What follows belongs to an exercise in optimizing a design on an open flow for small area, a short achievable clock period and few clock cycles; a production flow would make more cautious choices.
In this exercise RTL edits were held to simulation tests only and were not proved equivalent to the original.

Setup of the previous run:
// JAM
module JAM (
	input CLK,
	input RST,
	output [2:0] W,
	output [2:0] J,
	input [6:0] Cost,
	output [3:0] MatchCount,
	output reg [9:0] MinCost,
	output reg Valid
);
integer k;
localparam S_ITER = 2'd0, S_WALK = 2'd1, S_BM = 2'd2, S_DONE = 2'd3;
reg [1:0] st;
reg [2:0] ph;         
reg       first;      
reg [7:0] pend;       
reg [2:0] jc;         
reg [2:0] r;          
reg       dec;        
reg       spec1;      
reg       specok;     
reg       vA;         
reg [7:0] used;       
reg [7:0] inT;        
reg [7:0] mt;         
reg       walking;    
reg [3:0] rdone;      
reg       ddone;      
reg [8:0] K;          
reg [2:0] L;
reg       res;
reg [3:0] cnt;
reg [7:0] nv [0:7];   
reg [7:0] ur [0:7];   
reg [8:0] M  [0:7];   
reg [2:0] way[0:7];
reg [7:0] wroot;
reg [2:0] p  [0:7];   
reg [7:0] T  [0:7];   
reg [8:0] D;          
reg [2:0] j0;         
reg [2:0] wj;         
reg [2:0] wrow;       
reg [2:0] jA, rowA;
reg [9:0] nvKA;       
reg [8:0] MA;
reg [2:0] pA;
reg       mtA, lastA, startA;
reg [7:0] pnA;
reg [2:0] jnA;
reg [8:0] Dmin;
reg [2:0] j1;
reg [2:0] pbest;
reg       mtbest;
reg [7:0] pnbest;
reg [2:0] jnbest;
reg [2:0] stk [0:5];
reg [5:0] hm;         
assign MatchCount = cnt;
function [2:0] lowest;
	input [7:0] m;
	begin
		casez (m)
			8'b???????1: lowest = 3'd0;
			8'b??????10: lowest = 3'd1;
			8'b?????100: lowest = 3'd2;
			8'b????1000: lowest = 3'd3;
			8'b???10000: lowest = 3'd4;
			8'b??100000: lowest = 3'd5;
			8'b?1000000: lowest = 3'd6;
			default:     lowest = 3'd7;
		endcase
	end
endfunction
function [9:0] fadd;
	input [9:0] a, b;
	input cin;
	begin
		fadd = a + b + {9'd0, cin};
	end
endfunction
function flt;
	input [8:0] a, b;
	begin
		flt = a < b;
	end
endfunction
function [7:0] qoh;
	input [2:0] x;
	integer i;
	begin
		for (i = 0; i < 8; i = i + 1) qoh[i] = (p[i] == x);
	end
endfunction
wire       dupd   = dec & mtbest;                           
wire       dec_go = dupd & ~specok;                         
wire       dK     = dec_go | spec1 | (dec & specok);        
wire       newph  = dec & ~mtbest & (st == S_ITER);         
wire [2:0] rr     = (dec_go && first) ? p[j1] : r;
wire [7:0] Ur     = ur[rr];
wire       issue  = (st == S_ITER || st == S_BM) && (pend != 8'd0) && (!dec || mtbest || newph) &&
                    !(st == S_BM && walking && pend_n == 8'd0);    
  ...
Size: roughly 3800 cells after synthesis, ~520 flip-flops, ~30 I/O pins, about 32000 um^2 of cells after synthesis.
make LEC_CHECK=0 ABC_AREA=1 CAP_MARGIN=20 CORE_MARGIN=2 CORE_UTILIZATION=40 SLEW_MARGIN=20 finish   # period 5.0 ns
run.sh (not shown) runs the stock make flow with config.mk's settings and CLKGATE_MAP_FILE= SYNTH_SCRIPT=/design/flow/synth_recipe.tcl, a recipe that flattens the netlist after the stock synthesis.
The previous run completed; timing, DRC and antenna clean
Testbench counts of the previous run, summed over its fixed seeds: cycles 3,066.
[inputs] the current run vs the previous run
--- a/flow/design.v
+++ b/flow/design.v
@@ -40,24 +40,26 @@
 reg [8:0] D;          
 reg [2:0] j0;         
 reg [2:0] wj;         
 reg [2:0] wrow;       
 reg [2:0] jA, rowA;
 reg [9:0] nvKA;       
 reg [8:0] MA;
 reg [2:0] pA;
 reg       mtA, lastA, startA;
+reg       pfA;        
 reg [7:0] pnA;
 reg [2:0] jnA;
 reg [8:0] Dmin;
 reg [2:0] j1;
 reg [2:0] pbest;
 reg       mtbest;
+reg       pfbest;
 reg [7:0] pnbest;
 reg [2:0] jnbest;
 reg [2:0] stk [0:5];
 reg [5:0] hm;         
 assign MatchCount = cnt;
 function [2:0] lowest;
 	input [7:0] m;
 	begin
 		casez (m)
@@ -128,21 +130,20 @@
 wire [8:0] newM   = less ? x : MA;
 wire       sb     = vA && lastA && (st == S_ITER);
 wire       mtf    = better ? mtA : mtbest;
 wire [2:0] pf     = better ? pA : pbest;
 wire [7:0] pnf    = better ? pnA : pnbest;
 wire [2:0] jnf    = better ? jnA : jnbest;
 wire       bV     = vA && (st == S_ITER) && better;
 wire       lastI  = issue && (st == S_ITER) && (pend_n == 8'd0);
 wire       mt_r   = bV ? mtA : mtbest;
-wire [2:0] j1_r   = bV ? jA : j1;
-wire       specgo = lastI && vA && !lastA && mt_r && !dec && !spec1 && (!first || !walking);
-wire [2:0] rspec  = first ? p[j1_r] : (bV ? pA : pbest);
+wire       specgo = lastI && vA && !lastA && mt_r && !dec && !spec1 && (!first || (bV ? pfA : pfbest));
+wire [2:0] rspec  = bV ? pA : pbest;
 wire [7:0] urE    = ur[rowA] + (inT[rowA] ? D[7:0] : 8'd0);
 wire [7:0] used_r = used & (used - 8'd1);
 wire [7:0] inT_r  = inT & (inT - 8'd1);
 reg  [2:0] bl;
 reg        bany;
 reg  [7:0] um;        
 reg  [7:0] umj;       
 always @(*) begin
 	umj = 8'd0;
@@ -277,35 +278,37 @@
 	end
 end
 always @(posedge CLK) begin
 	if (fold) nv[jc] <= nvF;
 	jA <= jc;
 	rowA <= r;
 	nvKA <= nvK;
 	MA <= (vA && (st == S_ITER) && less && jA == jc) ? x : M[jc];    
 	pA <= p[jc];
+	pfA <= !walking && !newph;
 	mtA <= mt[jc] | (newph && jc == j1);
 	pnA <= pnI;
 	jnA <= lowest(pnI);
 	lastA <= (pend_n == 8'd0);
 	startA <= (dec && !specok) || spec1 || (st == S_ITER && pend == 8'hff);
 	if (dec && first) wroot <= 8'hff;
 	if (vA && st == S_ITER) begin
 		if (less) M[jA] <= x;
 		if (less && !firstE) begin
 			way[jA] <= (dec && specok) ? j1 : j0;
 			wroot[jA] <= 1'b0;
 		end
 		if (better) begin
 			Dmin <= newM;
 			j1 <= jA;
 			pbest <= pA;
 			mtbest <= mtA;
+			pfbest <= pfA;
 			pnbest <= pnA;
 			jnbest <= jnA;
 		end
 	end
 	if (vA && st == S_BM) T[rowA][jA] <= (x == {1'b0, urE});
 	if (dupd) begin
 		D <= Dmin;
 		nv[j1] <= fadd({2'b00, nv[j1]}, {2'b11, ~Dmin[7:0]}, 1'b1);
 		ur[rr] <= fadd({2'b00, ur[rr]}, {2'b11, ~Dmin[7:0]}, 1'b1);
From the previous run to the current run the numbers moved as follows: total number of vias decreased 137; remaining routing DRC violations did not really move. Between the previous run and the current run, proportion of layout cells with a drive suffix above 1 decreased. The number of antenna violations at the first check in global routing reported for the current run is smaller than that of the previous run by 2. multi-input combinational cells as the biggest cell category by area in the final layout was reported by the current run, and sequential cells by the previous run.
Testbench counts of the current run, summed over its fixed seeds: cycles 3,082.

## what the ideal ports hide
Ports are ideal in the flow. The routed layouts listed here were re-timed in OpenROAD.
Step 1 sets driving cells, clkbuf_16 on the clock port and buf_2 on the other inputs (assumed; they add their load-dependent delay and slew).
Step 2 times the ports against the registers' clock, not the clock port: input delays grow and output delays shrink by t, the midpoint of the rising clock arrivals with the driver on.
Three values: ideal, step 1, step 2; two values: the first two.
run | t (ns) | setup WS [ns] | worst setup path at the end | worst data-port slew with drivers (ns) | cell pins on the clock port's net
the previous run | 0.693 | 0.336 / 0.336 / 0.336 | register to register | 0.04 | 1
the current run | 0.712 | 0.387 / 0.387 / 0.387 | register to register | 0.03 | 1
After both steps setup and hold are still met in every run listed.
